From an optimization exercise on the open Yosys and OpenROAD flow, aimed at a short achievable clock period and few clock cycles; shortcuts taken in it are not production practice.
In this exercise RTL edits were held to simulation tests only and were not proved equivalent to the original.
Power is estimated from default activity; no workload was simulated.

==> inputs of raven <==
==> flow/design.v <==
module RV32I_CPU (
     input         I_CLK
    ,input         I_RST_N
    ,input  [31:0] I_INSTR
    ,input  [31:0] I_MEM_RD_DATA
    ,output [31:0] O_PC
    ,output        O_MEM_WR
    ,output [ 3:0] O_MEM_WR_STRB
    ,output [31:0] O_MEM_ADDR
    ,output [31:0] O_MEM_WR_DATA
);
    localparam [6:0] OP_LUI   = 7'b0110111;
    localparam [6:0] OP_AUIPC = 7'b0010111;
    localparam [6:0] OP_JAL   = 7'b1101111;
    localparam [6:0] OP_JALR  = 7'b1100111;
    localparam [6:0] OP_BR    = 7'b1100011;
    localparam [6:0] OP_LD    = 7'b0000011;
    localparam [6:0] OP_ST    = 7'b0100011;
    localparam [6:0] OP_IMM   = 7'b0010011;
    localparam [6:0] OP_RR    = 7'b0110011;
    reg  [31:0] r_pc_o;      
    reg  [31:0] r_pc_n;      
    wire [31:0] w_pc_f = ~r_pc_n;
    reg         r_v_x;       
    reg         r_haz_x;     
    reg         r_pred_x;    
    reg  [31:0] r_ir_x;
    reg  [31:0] r_pc_x;
    reg  [31:0] r_rs1_x;     
    reg  [31:0] r_rs2_x;
    reg  [31:0] r_rs1n_x;    
    reg  [31:0] r_rs2n_x;    
    reg  [31:0] r_rd_x;      
    reg         r_lui_x, r_auipc_x, r_jal_x, r_jalr_x, r_br_x, r_ld_x, r_st_x, r_imm_x, r_rr_x;
    reg         r_wb_x;      
    reg         r_sub_x;     
    reg         r_m_wr;      
    reg         r_m_ld;      
    reg  [31:0] r_m_rd;      
    reg  [ 4:0] r_m_rdb;     
    reg         r_ldw_x;     
    reg  [ 2:0] r_m_f3;
    reg  [31:0] r_m_addr;
    reg  [31:0] r_m_wdata;
    reg  [ 3:0] r_m_strb;
    reg         r_w_ld;      
    reg  [31:0] r_w_rd;      
    reg  [ 2:0] r_w_f3;
    reg  [31:0] r_w_raw;     
    reg         r_fwd1_x;    
    reg         r_fwd2_x;
    wire [2:0] w_f3 = r_ir_x[14:12];
    wire [31:0] w_imm_i = {{20{r_ir_x[31]}}, r_ir_x[31:20]};
    wire [31:0] w_imm_s = {{20{r_ir_x[31]}}, r_ir_x[31:25], r_ir_x[11:7]};
    wire [31:0] w_imm_b = {{19{r_ir_x[31]}}, r_ir_x[31], r_ir_x[7], r_ir_x[30:25], r_ir_x[11:8], 1'b0};
    wire [31:0] w_imm_u = {r_ir_x[31:12], 12'h0};
    wire [31:0] w_imm_j = {{11{r_ir_x[31]}}, r_ir_x[31], r_ir_x[19:12], r_ir_x[20], r_ir_x[30:21], 1'b0};
    wire [31:0] w_rf [1:31];
    reg  [31:0] w_rf_a, w_rf_b;
    integer k;
    always @(*) begin
        w_rf_a = 32'h0;
        w_rf_b = 32'h0;
        for (k = 1; k < 32; k = k + 1) begin
            w_rf_a = w_rf_a | ({{16{~r_rs1n_x[k]}}, {16{r_rs1_x[k]}}} & w_rf[k]);
            w_rf_b = w_rf_b | ({{16{~r_rs2n_x[k]}}, {16{r_rs2_x[k]}}} & w_rf[k]);
        end
    end
    wire        w_ld_sext = ~r_w_f3[2];
    wire [31:0] w_ld_data = (r_w_f3[1:0] == 2'd0) ? {{24{w_ld_sext & r_w_raw[ 7]}}, r_w_raw[ 7:0]} :
                            (r_w_f3[1:0] == 2'd1) ? {{16{w_ld_sext & r_w_raw[15]}}, r_w_raw[15:0]} :
                                                    r_w_raw;
    wire [31:0] w_a = r_fwd1_x ? w_ld_data : w_rf_a;
    wire [31:0] w_b = r_fwd2_x ? w_ld_data : w_rf_b;
    wire w_go = r_v_x & ~r_haz_x;
    wire [31:0] w_op2  = r_imm_x ? w_imm_i : w_b;
    wire [32:0] w_add  = {1'b0, w_a} + {1'b0, w_op2 ^ {32{r_sub_x}}} + {32'h0, r_sub_x};
    wire [31:0] w_sum  = w_add[31:0];
    wire        w_ltu  = ~w_add[32];
    wire        w_lt   = (w_a[31] ^ w_op2[31]) ? w_a[31] : w_sum[31];
    wire [31:0] w_xor  = w_a ^ w_op2;
    wire        w_eq   = (w_xor == 32'h0);
    wire [31:0] w_shl    = w_a << w_op2[4:0];
    wire        w_fill   = r_ir_x[30] & w_a[31];
    wire [32:0] w_shr_x  = $signed({w_fill, w_a}) >>> w_op2[4:0];
    wire [31:0] w_shr    = w_shr_x[31:0];
    reg  [31:0] w_alu;
    always @(*) begin
        case (w_f3)
            3'd0: w_alu = w_sum;
            3'd2: w_alu = {31'h0, w_lt};
            3'd3: w_alu = {31'h0, w_ltu};
            3'd4: w_alu = w_xor;
            3'd6: w_alu = w_a | w_op2;
            3'd7: w_alu = w_a & w_op2;
            3'd1: w_alu = w_shl;
            default: w_alu = w_shr;
        endcase
    end
    wire [31:0] w_pc_x4 = r_pc_x + 32'd4;
    wire [31:0] w_res_x = r_lui_x              ? w_imm_u :
                          r_auipc_x            ? r_pc_x + w_imm_u :
                          (r_jal_x | r_jalr_x) ? w_pc_x4 :
                          w_alu;
    wire [31:0] w_addr = w_a + (r_st_x ? w_imm_s : w_imm_i);
    reg  w_cond;
    always @(*) begin
        case (w_f3)
            3'd0: w_cond = w_eq;
            3'd1: w_cond = ~w_eq;
            3'd4: w_cond = w_lt;
            3'd5: w_cond = ~w_lt;
            3'd6: w_cond = w_ltu;
            3'd7: w_cond = ~w_ltu;
            default: w_cond = 1'b0;
        endcase
    end
    wire [31:0] w_jalr_t   = w_addr;         
    wire [31:0] w_target_s = r_pc_x + (r_jal_x ? w_imm_j : w_imm_b);
    wire        w_tgt_ok   = (w_target_s == w_pc_f);     
    wire        w_taken_s  = r_jal_x | (r_br_x & w_cond);
    wire        w_redirect = w_go & (r_jalr_x | (w_taken_s ? ~(r_pred_x & w_tgt_ok) : r_pred_x));
    wire [31:0] w_redir_pc = r_jalr_x  ? {w_jalr_t[31:1], 1'b0} :
                             w_taken_s ? w_target_s : w_pc_x4;
    wire w_we_x = w_go & r_wb_x;
    genvar gi;
    generate
        for (gi = 1; gi < 32; gi = gi + 1) begin : g_rf
            reg [31:0] r_x;
            always @(posedge I_CLK) begin
                if (w_we_x & r_rd_x[gi])
                    r_x <= w_res_x;
                else if (r_w_ld & r_w_rd[gi])
                    r_x <= w_ld_data;
            end
            assign w_rf[gi] = r_x;
        end
    endgenerate
    wire [6:0] w_fop  = I_INSTR[6:0];
    wire [4:0] w_frd  = I_INSTR[11:7];
    wire [4:0] w_frs1 = I_INSTR[19:15];
    wire [4:0] w_frs2 = I_INSTR[24:20];
    wire [2:0] w_ff3  = I_INSTR[14:12];
    wire f_lui   = (w_fop == OP_LUI);
    wire f_auipc = (w_fop == OP_AUIPC);
    wire f_jal   = (w_fop == OP_JAL);
    wire f_jalr  = (w_fop == OP_JALR);
    wire f_br    = (w_fop == OP_BR);
    wire f_ld    = (w_fop == OP_LD);
    wire f_st    = (w_fop == OP_ST);
    wire f_imm   = (w_fop == OP_IMM);
    wire f_rr    = (w_fop == OP_RR);
    wire f_use1  = f_jalr | f_br | f_ld | f_st | f_imm | f_rr;
    wire f_use2  = f_br | f_st | f_rr;
    wire f_wb    = (w_frd != 5'd0) & (f_lui | f_auipc | f_jal | f_jalr | f_imm | f_rr);
    wire f_sub   = f_br | ((f_imm | f_rr) & (w_ff3 == 3'd2 || w_ff3 == 3'd3)) |
                   (f_rr & (w_ff3 == 3'd0) & I_INSTR[30]);
    wire [31:0] w_frs1_oh = 32'd1 << w_frs1;
    wire [31:0] w_frs2_oh = 32'd1 << w_frs2;
    wire [31:0] w_frd_oh  = (32'd1 << w_frd) & 32'hFFFF_FFFE;
    wire w_fhaz = w_go & r_ldw_x &
                  (((w_frs1 == r_ir_x[11:7]) & f_use1) | ((w_frs2 == r_ir_x[11:7]) & f_use2));
    wire w_m_live = r_m_ld & ~(w_we_x & ((r_rd_x & r_m_rd) != 32'h0));
    localparam BTB_IW = 4;
    localparam BTB_N  = 1 << BTB_IW;
    reg  [BTB_N-1:0]   r_btb_v;
    reg  [11:BTB_IW+2] r_btb_tag [0:BTB_N-1];
    reg  [11:1]        r_btb_tgt [0:BTB_N-1];
    wire [BTB_IW-1:0] w_idx_f  = w_pc_f[BTB_IW+1:2];
    wire              w_bpred  = r_btb_v[w_idx_f] & (r_btb_tag[w_idx_f] == w_pc_f[11:BTB_IW+2]);
    wire [BTB_IW-1:0] w_idx_x  = r_pc_x[BTB_IW+1:2];
    reg                r_bu_v;       
    reg                r_bu_taken;
    reg  [BTB_IW-1:0]  r_bu_idx;
    reg  [11:BTB_IW+2] r_bu_tag;
    reg  [11:1]        r_bu_tgt;
    always @(posedge I_CLK) begin
        r_bu_taken <= w_taken_s;
        r_bu_idx   <= w_idx_x;
        r_bu_tag   <= r_pc_x[11:BTB_IW+2];
        r_bu_tgt   <= w_target_s[11:1];
        if (r_bu_v & r_bu_taken) begin
            r_btb_tag[r_bu_idx] <= r_bu_tag;
            r_btb_tgt[r_bu_idx] <= r_bu_tgt;
        end
    end
    wire [31:0] w_npc_f = w_bpred ? {w_pc_f[31:12], r_btb_tgt[w_idx_f], 1'b0} : w_pc_f + 32'd4;
    wire        w_hold  = r_v_x & r_haz_x;       
    wire [31:0] w_next_pc = w_redirect ? w_redir_pc : w_hold ? w_pc_f : w_npc_f;
    always @(posedge I_CLK, negedge I_RST_N) begin
        if (!I_RST_N) begin
            r_pc_o  <= 32'h0;
            r_pc_n  <= 32'hFFFF_FFFF;
            r_v_x   <= 1'b0;
            r_haz_x <= 1'b0;
            r_m_wr  <= 1'b0;
            r_m_ld  <= 1'b0;
            r_w_ld  <= 1'b0;
            r_btb_v <= {BTB_N{1'b0}};
            r_bu_v  <= 1'b0;
        end else begin
            r_pc_o <= w_next_pc;
            r_pc_n <= ~w_next_pc;
            if (w_redirect) begin
                r_v_x   <= 1'b0;
                r_haz_x <= 1'b0;
            end else if (!w_hold) begin
                r_v_x   <= 1'b1;
                r_haz_x <= w_fhaz;
            end else begin
                r_haz_x <= 1'b0;
            end
            r_w_ld <= w_m_live;
            r_m_wr <= w_go & r_st_x;
            r_m_ld <= w_go & r_ld_x & (r_rd_x != 32'h0);
            r_bu_v <= w_go & (r_br_x | r_jal_x);
            if (r_bu_v)
                r_btb_v[r_bu_idx] <= r_bu_taken;
        end
    end
    always @(posedge I_CLK) begin
        if (!w_hold) begin
            r_ir_x    <= I_INSTR;
            r_pc_x    <= w_pc_f;
            r_pred_x  <= w_bpred;
            r_rs1_x   <= w_frs1_oh;
            r_rs2_x   <= w_frs2_oh;
            r_rs1n_x  <= ~w_frs1_oh;
            r_rs2n_x  <= ~w_frs2_oh;
            r_rd_x    <= w_frd_oh;
            r_lui_x   <= f_lui;
            r_auipc_x <= f_auipc;
            r_jal_x   <= f_jal;
            r_jalr_x  <= f_jalr;
            r_br_x    <= f_br;
            r_ld_x    <= f_ld;
            r_st_x    <= f_st;
            r_imm_x   <= f_imm;
            r_rr_x    <= f_rr;
            r_wb_x    <= f_wb;
            r_ldw_x   <= f_ld & (w_frd != 5'd0);
            r_sub_x   <= f_sub;
        end
        if (!w_hold) begin
            r_fwd1_x <= w_m_live & (w_frs1 == r_m_rdb);
            r_fwd2_x <= w_m_live & (w_frs2 == r_m_rdb);
        end else begin
            r_fwd1_x <= r_m_ld & ((r_rs1_x & r_m_rd) != 32'h0);
            r_fwd2_x <= r_m_ld & ((r_rs2_x & r_m_rd) != 32'h0);
        end
        r_w_rd    <= r_m_rd;
        r_w_f3    <= r_m_f3;
        r_w_raw   <= I_MEM_RD_DATA;
        r_m_rd    <= r_rd_x;
        r_m_rdb   <= r_ir_x[11:7];
        r_m_f3    <= w_f3;
        r_m_addr  <= w_addr;
        r_m_wdata <= w_b;
        r_m_strb  <= w_f3[1] ? 4'b1111 : w_f3[0] ? 4'b0011 : 4'b0001;
    end
    assign O_PC          = r_pc_o;
    assign O_MEM_WR      = r_m_wr;
    assign O_MEM_WR_STRB = r_m_strb;
    assign O_MEM_ADDR    = r_m_addr;
    assign O_MEM_WR_DATA = r_m_wdata;
endmodule
==> flow/flow/run.sh <==
#!/bin/bash
# Layout: the standard flow (standard.sh), with two changes to how the
# resizer works; the clock, the constraints and every step stay the same:
#  - timing repair aims at a shorter period than the 28 ns clock the design is
#    laid out and signed off at (a setup slack margin), so that it works on the
#    design's critical paths;
#  - ports are buffered with buf_4 cells rather than the resizer's default pick.
# make's full output goes to make.log here; ORFS's own per-step logs stay
# under orfs/logs/.
set -o pipefail
bash standard.sh SETUP_SLACK_MARGIN=21 TNS_END_PERCENT=100 \
    "BUFFER_PORTS_ARGS=-buffer_cell sky130_fd_sc_hd__buf_4" finish > make.log 2>&1
==> flow/standard.sh <==
#!/bin/bash
# synth_recipe.tcl (not shown) runs the flow's synth.tcl, then flattens the netlist and writes it again
# the make line also repeats each setting of config.mk as NAME=value (left out here)
make -C /OpenROAD-flow-scripts/flow DESIGN_CONFIG=/design/flow/config.mk WORK_HOME=/design/flow/orfs CLKGATE_MAP_FILE= SYNTH_SCRIPT=/design/flow/synth_recipe.tcl "${@:-finish}"
==> flow/config.mk <==
export PLATFORM = sky130hd
export DESIGN_NAME = RV32I_CPU
export DESIGN_NICKNAME = RV32I_CPU
export VERILOG_FILES = /design/flow/design.v
export SDC_FILE = /design/flow/constraint.sdc
export NUM_CORES = 4
export LEC_CHECK = 0
export ABC_CLOCK_PERIOD_IN_PS = 5000
export CAP_MARGIN = 20
export CELL_PAD_IN_SITES_DETAIL_PLACEMENT = 1
export CELL_PAD_IN_SITES_GLOBAL_PLACEMENT = 2
export CORE_MARGIN = 2
export CORE_UTILIZATION = 35
export PLACE_DENSITY = 0.5
export SLEW_MARGIN = 20
==> flow/constraint.sdc <==
create_clock -name core_clock -period 28.0 [get_ports {I_CLK}]
set_input_delay 5.6000 -clock core_clock [delete_from_list [all_inputs] [get_ports {I_CLK}]]
set_output_delay 5.6000 -clock core_clock [all_outputs]
set_load 0.01 [all_outputs]
==> harbor (differences from raven) <==
--- a/flow/design.v
+++ b/flow/design.v
@@ -28,8 +28,6 @@
     reg  [31:0] r_pc_x;
     reg  [31:0] r_rs1_x;     
     reg  [31:0] r_rs2_x;
-    reg  [31:0] r_rs1n_x;    
-    reg  [31:0] r_rs2n_x;    
     reg  [31:0] r_rd_x;      
     reg         r_lui_x, r_auipc_x, r_jal_x, r_jalr_x, r_br_x, r_ld_x, r_st_x, r_imm_x, r_rr_x;
     reg         r_wb_x;      
@@ -37,8 +35,6 @@
     reg         r_m_wr;      
     reg         r_m_ld;      
     reg  [31:0] r_m_rd;      
-    reg  [ 4:0] r_m_rdb;     
-    reg         r_ldw_x;     
     reg  [ 2:0] r_m_f3;
     reg  [31:0] r_m_addr;
     reg  [31:0] r_m_wdata;
@@ -62,8 +58,8 @@
         w_rf_a = 32'h0;
         w_rf_b = 32'h0;
         for (k = 1; k < 32; k = k + 1) begin
-            w_rf_a = w_rf_a | ({{16{~r_rs1n_x[k]}}, {16{r_rs1_x[k]}}} & w_rf[k]);
-            w_rf_b = w_rf_b | ({{16{~r_rs2n_x[k]}}, {16{r_rs2_x[k]}}} & w_rf[k]);
+            w_rf_a = w_rf_a | ({32{r_rs1_x[k]}} & w_rf[k]);
+            w_rf_b = w_rf_b | ({32{r_rs2_x[k]}} & w_rf[k]);
         end
     end
     wire        w_ld_sext = ~r_w_f3[2];
@@ -80,10 +76,21 @@
     wire        w_lt   = (w_a[31] ^ w_op2[31]) ? w_a[31] : w_sum[31];
     wire [31:0] w_xor  = w_a ^ w_op2;
     wire        w_eq   = (w_xor == 32'h0);
-    wire [31:0] w_shl    = w_a << w_op2[4:0];
-    wire        w_fill   = r_ir_x[30] & w_a[31];
-    wire [32:0] w_shr_x  = $signed({w_fill, w_a}) >>> w_op2[4:0];
+    wire        w_left = (w_f3 == 3'd1);
+    wire [31:0] w_a_rev;
+    wire [31:0] w_shr_rev;
+    wire [31:0] w_sh_in  = w_left ? w_a_rev : w_a;
+    wire        w_fill   = r_ir_x[30] & w_a[31] & ~w_left;
+    wire [32:0] w_shr_x  = $signed({w_fill, w_sh_in}) >>> w_op2[4:0];
     wire [31:0] w_shr    = w_shr_x[31:0];
+    genvar gr;
+    generate
+        for (gr = 0; gr < 32; gr = gr + 1) begin : g_rev
+            assign w_a_rev[gr]   = w_a[31-gr];
+            assign w_shr_rev[gr] = w_shr[31-gr];
+        end
+    endgenerate
+    wire [31:0] w_shift = w_left ? w_shr_rev : w_shr;
     reg  [31:0] w_alu;
     always @(*) begin
         case (w_f3)
@@ -93,8 +100,7 @@
             3'd4: w_alu = w_xor;
             3'd6: w_alu = w_a | w_op2;
             3'd7: w_alu = w_a & w_op2;
-            3'd1: w_alu = w_shl;
-            default: w_alu = w_shr;
+            default: w_alu = w_shift;
         endcase
     end
     wire [31:0] w_pc_x4 = r_pc_x + 32'd4;
@@ -158,8 +164,8 @@
     wire [31:0] w_frs1_oh = 32'd1 << w_frs1;
     wire [31:0] w_frs2_oh = 32'd1 << w_frs2;
     wire [31:0] w_frd_oh  = (32'd1 << w_frd) & 32'hFFFF_FFFE;
-    wire w_fhaz = w_go & r_ldw_x &
-                  (((w_frs1 == r_ir_x[11:7]) & f_use1) | ((w_frs2 == r_ir_x[11:7]) & f_use2));
+    wire w_fhaz = w_go & r_ld_x &
+                  (((r_rd_x & w_frs1_oh) != 32'h0 && f_use1) || ((r_rd_x & w_frs2_oh) != 32'h0 && f_use2));
     wire w_m_live = r_m_ld & ~(w_we_x & ((r_rd_x & r_m_rd) != 32'h0));
     localparam BTB_IW = 4;
     localparam BTB_N  = 1 << BTB_IW;
@@ -225,8 +231,6 @@
             r_pred_x  <= w_bpred;
             r_rs1_x   <= w_frs1_oh;
             r_rs2_x   <= w_frs2_oh;
-            r_rs1n_x  <= ~w_frs1_oh;
-            r_rs2n_x  <= ~w_frs2_oh;
             r_rd_x    <= w_frd_oh;
             r_lui_x   <= f_lui;
             r_auipc_x <= f_auipc;
@@ -238,12 +242,11 @@
             r_imm_x   <= f_imm;
             r_rr_x    <= f_rr;
             r_wb_x    <= f_wb;
-            r_ldw_x   <= f_ld & (w_frd != 5'd0);
             r_sub_x   <= f_sub;
         end
         if (!w_hold) begin
-            r_fwd1_x <= w_m_live & (w_frs1 == r_m_rdb);
-            r_fwd2_x <= w_m_live & (w_frs2 == r_m_rdb);
+            r_fwd1_x <= w_m_live & ((w_frs1_oh & r_m_rd) != 32'h0);
+            r_fwd2_x <= w_m_live & ((w_frs2_oh & r_m_rd) != 32'h0);
         end else begin
             r_fwd1_x <= r_m_ld & ((r_rs1_x & r_m_rd) != 32'h0);
             r_fwd2_x <= r_m_ld & ((r_rs2_x & r_m_rd) != 32'h0);
@@ -252,7 +255,6 @@
         r_w_f3    <= r_m_f3;
         r_w_raw   <= I_MEM_RD_DATA;
         r_m_rd    <= r_rd_x;
-        r_m_rdb   <= r_ir_x[11:7];
         r_m_f3    <= w_f3;
         r_m_addr  <= w_addr;
         r_m_wdata <= w_b;
==> lagoon (differences from raven) <==
--- a/flow/design.v
+++ b/flow/design.v
@@ -28,8 +28,6 @@
     reg  [31:0] r_pc_x;
     reg  [31:0] r_rs1_x;     
     reg  [31:0] r_rs2_x;
-    reg  [31:0] r_rs1n_x;    
-    reg  [31:0] r_rs2n_x;    
     reg  [31:0] r_rd_x;      
     reg         r_lui_x, r_auipc_x, r_jal_x, r_jalr_x, r_br_x, r_ld_x, r_st_x, r_imm_x, r_rr_x;
     reg         r_wb_x;      
@@ -37,8 +35,6 @@
     reg         r_m_wr;      
     reg         r_m_ld;      
     reg  [31:0] r_m_rd;      
-    reg  [ 4:0] r_m_rdb;     
-    reg         r_ldw_x;     
     reg  [ 2:0] r_m_f3;
     reg  [31:0] r_m_addr;
     reg  [31:0] r_m_wdata;
@@ -55,17 +51,10 @@
     wire [31:0] w_imm_b = {{19{r_ir_x[31]}}, r_ir_x[31], r_ir_x[7], r_ir_x[30:25], r_ir_x[11:8], 1'b0};
     wire [31:0] w_imm_u = {r_ir_x[31:12], 12'h0};
     wire [31:0] w_imm_j = {{11{r_ir_x[31]}}, r_ir_x[31], r_ir_x[19:12], r_ir_x[20], r_ir_x[30:21], 1'b0};
-    wire [31:0] w_rf [1:31];
-    reg  [31:0] w_rf_a, w_rf_b;
-    integer k;
-    always @(*) begin
-        w_rf_a = 32'h0;
-        w_rf_b = 32'h0;
-        for (k = 1; k < 32; k = k + 1) begin
-            w_rf_a = w_rf_a | ({{16{~r_rs1n_x[k]}}, {16{r_rs1_x[k]}}} & w_rf[k]);
-            w_rf_b = w_rf_b | ({{16{~r_rs2n_x[k]}}, {16{r_rs2_x[k]}}} & w_rf[k]);
-        end
-    end
+    wire [31:0] w_rf [0:31];
+    assign w_rf[0] = 32'h0;
+    wire [31:0] w_rf_a = w_rf[r_ir_x[19:15]];
+    wire [31:0] w_rf_b = w_rf[r_ir_x[24:20]];
     wire        w_ld_sext = ~r_w_f3[2];
     wire [31:0] w_ld_data = (r_w_f3[1:0] == 2'd0) ? {{24{w_ld_sext & r_w_raw[ 7]}}, r_w_raw[ 7:0]} :
                             (r_w_f3[1:0] == 2'd1) ? {{16{w_ld_sext & r_w_raw[15]}}, r_w_raw[15:0]} :
@@ -80,10 +69,21 @@
     wire        w_lt   = (w_a[31] ^ w_op2[31]) ? w_a[31] : w_sum[31];
     wire [31:0] w_xor  = w_a ^ w_op2;
     wire        w_eq   = (w_xor == 32'h0);
-    wire [31:0] w_shl    = w_a << w_op2[4:0];
-    wire        w_fill   = r_ir_x[30] & w_a[31];
-    wire [32:0] w_shr_x  = $signed({w_fill, w_a}) >>> w_op2[4:0];
+    wire        w_left = (w_f3 == 3'd1);
+    wire [31:0] w_a_rev;
+    wire [31:0] w_shr_rev;
+    wire [31:0] w_sh_in  = w_left ? w_a_rev : w_a;
+    wire        w_fill   = r_ir_x[30] & w_a[31] & ~w_left;
+    wire [32:0] w_shr_x  = $signed({w_fill, w_sh_in}) >>> w_op2[4:0];
     wire [31:0] w_shr    = w_shr_x[31:0];
+    genvar gr;
+    generate
+        for (gr = 0; gr < 32; gr = gr + 1) begin : g_rev
+            assign w_a_rev[gr]   = w_a[31-gr];
+            assign w_shr_rev[gr] = w_shr[31-gr];
+        end
+    endgenerate
+    wire [31:0] w_shift = w_left ? w_shr_rev : w_shr;
     reg  [31:0] w_alu;
     always @(*) begin
         case (w_f3)
@@ -93,8 +93,7 @@
             3'd4: w_alu = w_xor;
             3'd6: w_alu = w_a | w_op2;
             3'd7: w_alu = w_a & w_op2;
-            3'd1: w_alu = w_shl;
-            default: w_alu = w_shr;
+            default: w_alu = w_shift;
         endcase
     end
     wire [31:0] w_pc_x4 = r_pc_x + 32'd4;
@@ -158,8 +157,8 @@
     wire [31:0] w_frs1_oh = 32'd1 << w_frs1;
     wire [31:0] w_frs2_oh = 32'd1 << w_frs2;
     wire [31:0] w_frd_oh  = (32'd1 << w_frd) & 32'hFFFF_FFFE;
-    wire w_fhaz = w_go & r_ldw_x &
-                  (((w_frs1 == r_ir_x[11:7]) & f_use1) | ((w_frs2 == r_ir_x[11:7]) & f_use2));
+    wire w_fhaz = w_go & r_ld_x &
+                  (((r_rd_x & w_frs1_oh) != 32'h0 && f_use1) || ((r_rd_x & w_frs2_oh) != 32'h0 && f_use2));
     wire w_m_live = r_m_ld & ~(w_we_x & ((r_rd_x & r_m_rd) != 32'h0));
     localparam BTB_IW = 4;
     localparam BTB_N  = 1 << BTB_IW;
@@ -225,8 +224,6 @@
             r_pred_x  <= w_bpred;
             r_rs1_x   <= w_frs1_oh;
             r_rs2_x   <= w_frs2_oh;
-            r_rs1n_x  <= ~w_frs1_oh;
-            r_rs2n_x  <= ~w_frs2_oh;
             r_rd_x    <= w_frd_oh;
             r_lui_x   <= f_lui;
             r_auipc_x <= f_auipc;
@@ -238,12 +235,11 @@
             r_imm_x   <= f_imm;
             r_rr_x    <= f_rr;
             r_wb_x    <= f_wb;
-            r_ldw_x   <= f_ld & (w_frd != 5'd0);
             r_sub_x   <= f_sub;
         end
         if (!w_hold) begin
-            r_fwd1_x <= w_m_live & (w_frs1 == r_m_rdb);
-            r_fwd2_x <= w_m_live & (w_frs2 == r_m_rdb);
+            r_fwd1_x <= w_m_live & ((w_frs1_oh & r_m_rd) != 32'h0);
+            r_fwd2_x <= w_m_live & ((w_frs2_oh & r_m_rd) != 32'h0);
         end else begin
             r_fwd1_x <= r_m_ld & ((r_rs1_x & r_m_rd) != 32'h0);
             r_fwd2_x <= r_m_ld & ((r_rs2_x & r_m_rd) != 32'h0);
@@ -252,7 +248,6 @@
         r_w_f3    <= r_m_f3;
         r_w_raw   <= I_MEM_RD_DATA;
         r_m_rd    <= r_rd_x;
-        r_m_rdb   <= r_ir_x[11:7];
         r_m_f3    <= w_f3;
         r_m_addr  <= w_addr;
         r_m_wdata <= w_b;
==> summary of the runs <==
- harbor went through all stages and came out clean. lagoon finished clean. raven went through all stages and came out clean.
- Between harbor and lagoon, the lower clock skew is in harbor (gap 10 ps).
- Of harbor and raven, harbor has the higher setup slack (gap 19 ps).
- Register-to-register slack, lowest first: lagoon, harbor, raven.
- Die area, lowest first: harbor, raven, lagoon.
- Routed wire length, highest first: lagoon, raven, harbor.
- Via count, lowest first: harbor, raven, lagoon.
- The highest non-clock buffer count belongs to lagoon, the lowest to harbor.
==> figures <==
| metric | harbor | lagoon | raven |
|---|---|---|---|
| Outcome | complete, no violations | complete, no violations | complete, no violations |
| Buffers outside the clock class | 585 | 841 | 611 |
| Horizontal die dimension | 520 um | 533 um | 530 um |
| First-pass detailed-route iteration total | 7 | 7 | 8 |
| Period Utilization, post-route | 25.4% | 26.0% | 25.5% |
| Fraction of standard cell area that is sequential | 45.2% | 41.5% | 45.6% |
| Logic gate share of total power | 24.6% | 26.4% | 23.1% |
| Non-clock buffering overhead | 5.05% | 7.31% | 4.54% |
| Max Clock Skew | 81.0 ps | 91.2 ps | 89.9 ps |
| Clk tree area frac | 6.29% | 5.75% | 6.50% |
| Post-DP HPWL | 383 mm | 434 mm | 395 mm |
| Power density cells | 71.5 nW/um^2 | 67.1 nW/um^2 | 71.0 nW/um^2 |
| Initial antenna violation count | 60 | 79 | 64 |
| Die area | 270000 um^2 | 284000 um^2 | 281000 um^2 |
| Starting utilization of the core area | 35.2% | 35.1% | 35.1% |
Testbench counts of raven, summed over its fixed seeds: cycles 83,468.
Testbench counts of harbor, summed over its fixed seeds: cycles 83,468.
Testbench counts of lagoon, summed over its fixed seeds: cycles 83,468.

[port drivers added, routing unchanged]
The flow's constraints put no driver on any port. The routed layouts listed below were extracted and timed again, unchanged, in two steps. Step 1 sets driving cells, clkbuf_16 on the clock port and buf_2 on the other inputs (assumed; they add their load-dependent delay and slew). Step 2 times the ports against the registers' clock, not the clock port: input delays grow and output delays shrink by t, the midpoint of the rising clock arrivals with the driver on. Three values: no drivers, after step 1, after step 2; two values: the first two.
| run | t, ns | setup WS [ns] | worst setup path after step 2 | latest minus earliest clock arrival (ns) |
|---|---|---|---|---|
| raven | 1.010 | 20.870 / 20.763 / 20.317 | input to register | 0.091 / 0.091 |
| harbor | 1.004 | 20.890 / 20.783 / 20.154 | input to register | 0.081 / 0.081 |
| lagoon | 1.019 | 20.731 / 20.731 / 19.919 | input to register | 0.091 / 0.091 |
After both steps setup and hold are still met in every run listed. For lagoon, which loses most, drivers alone change the setup slack by 0.000 ns; drivers and shift together by -0.812 ns.
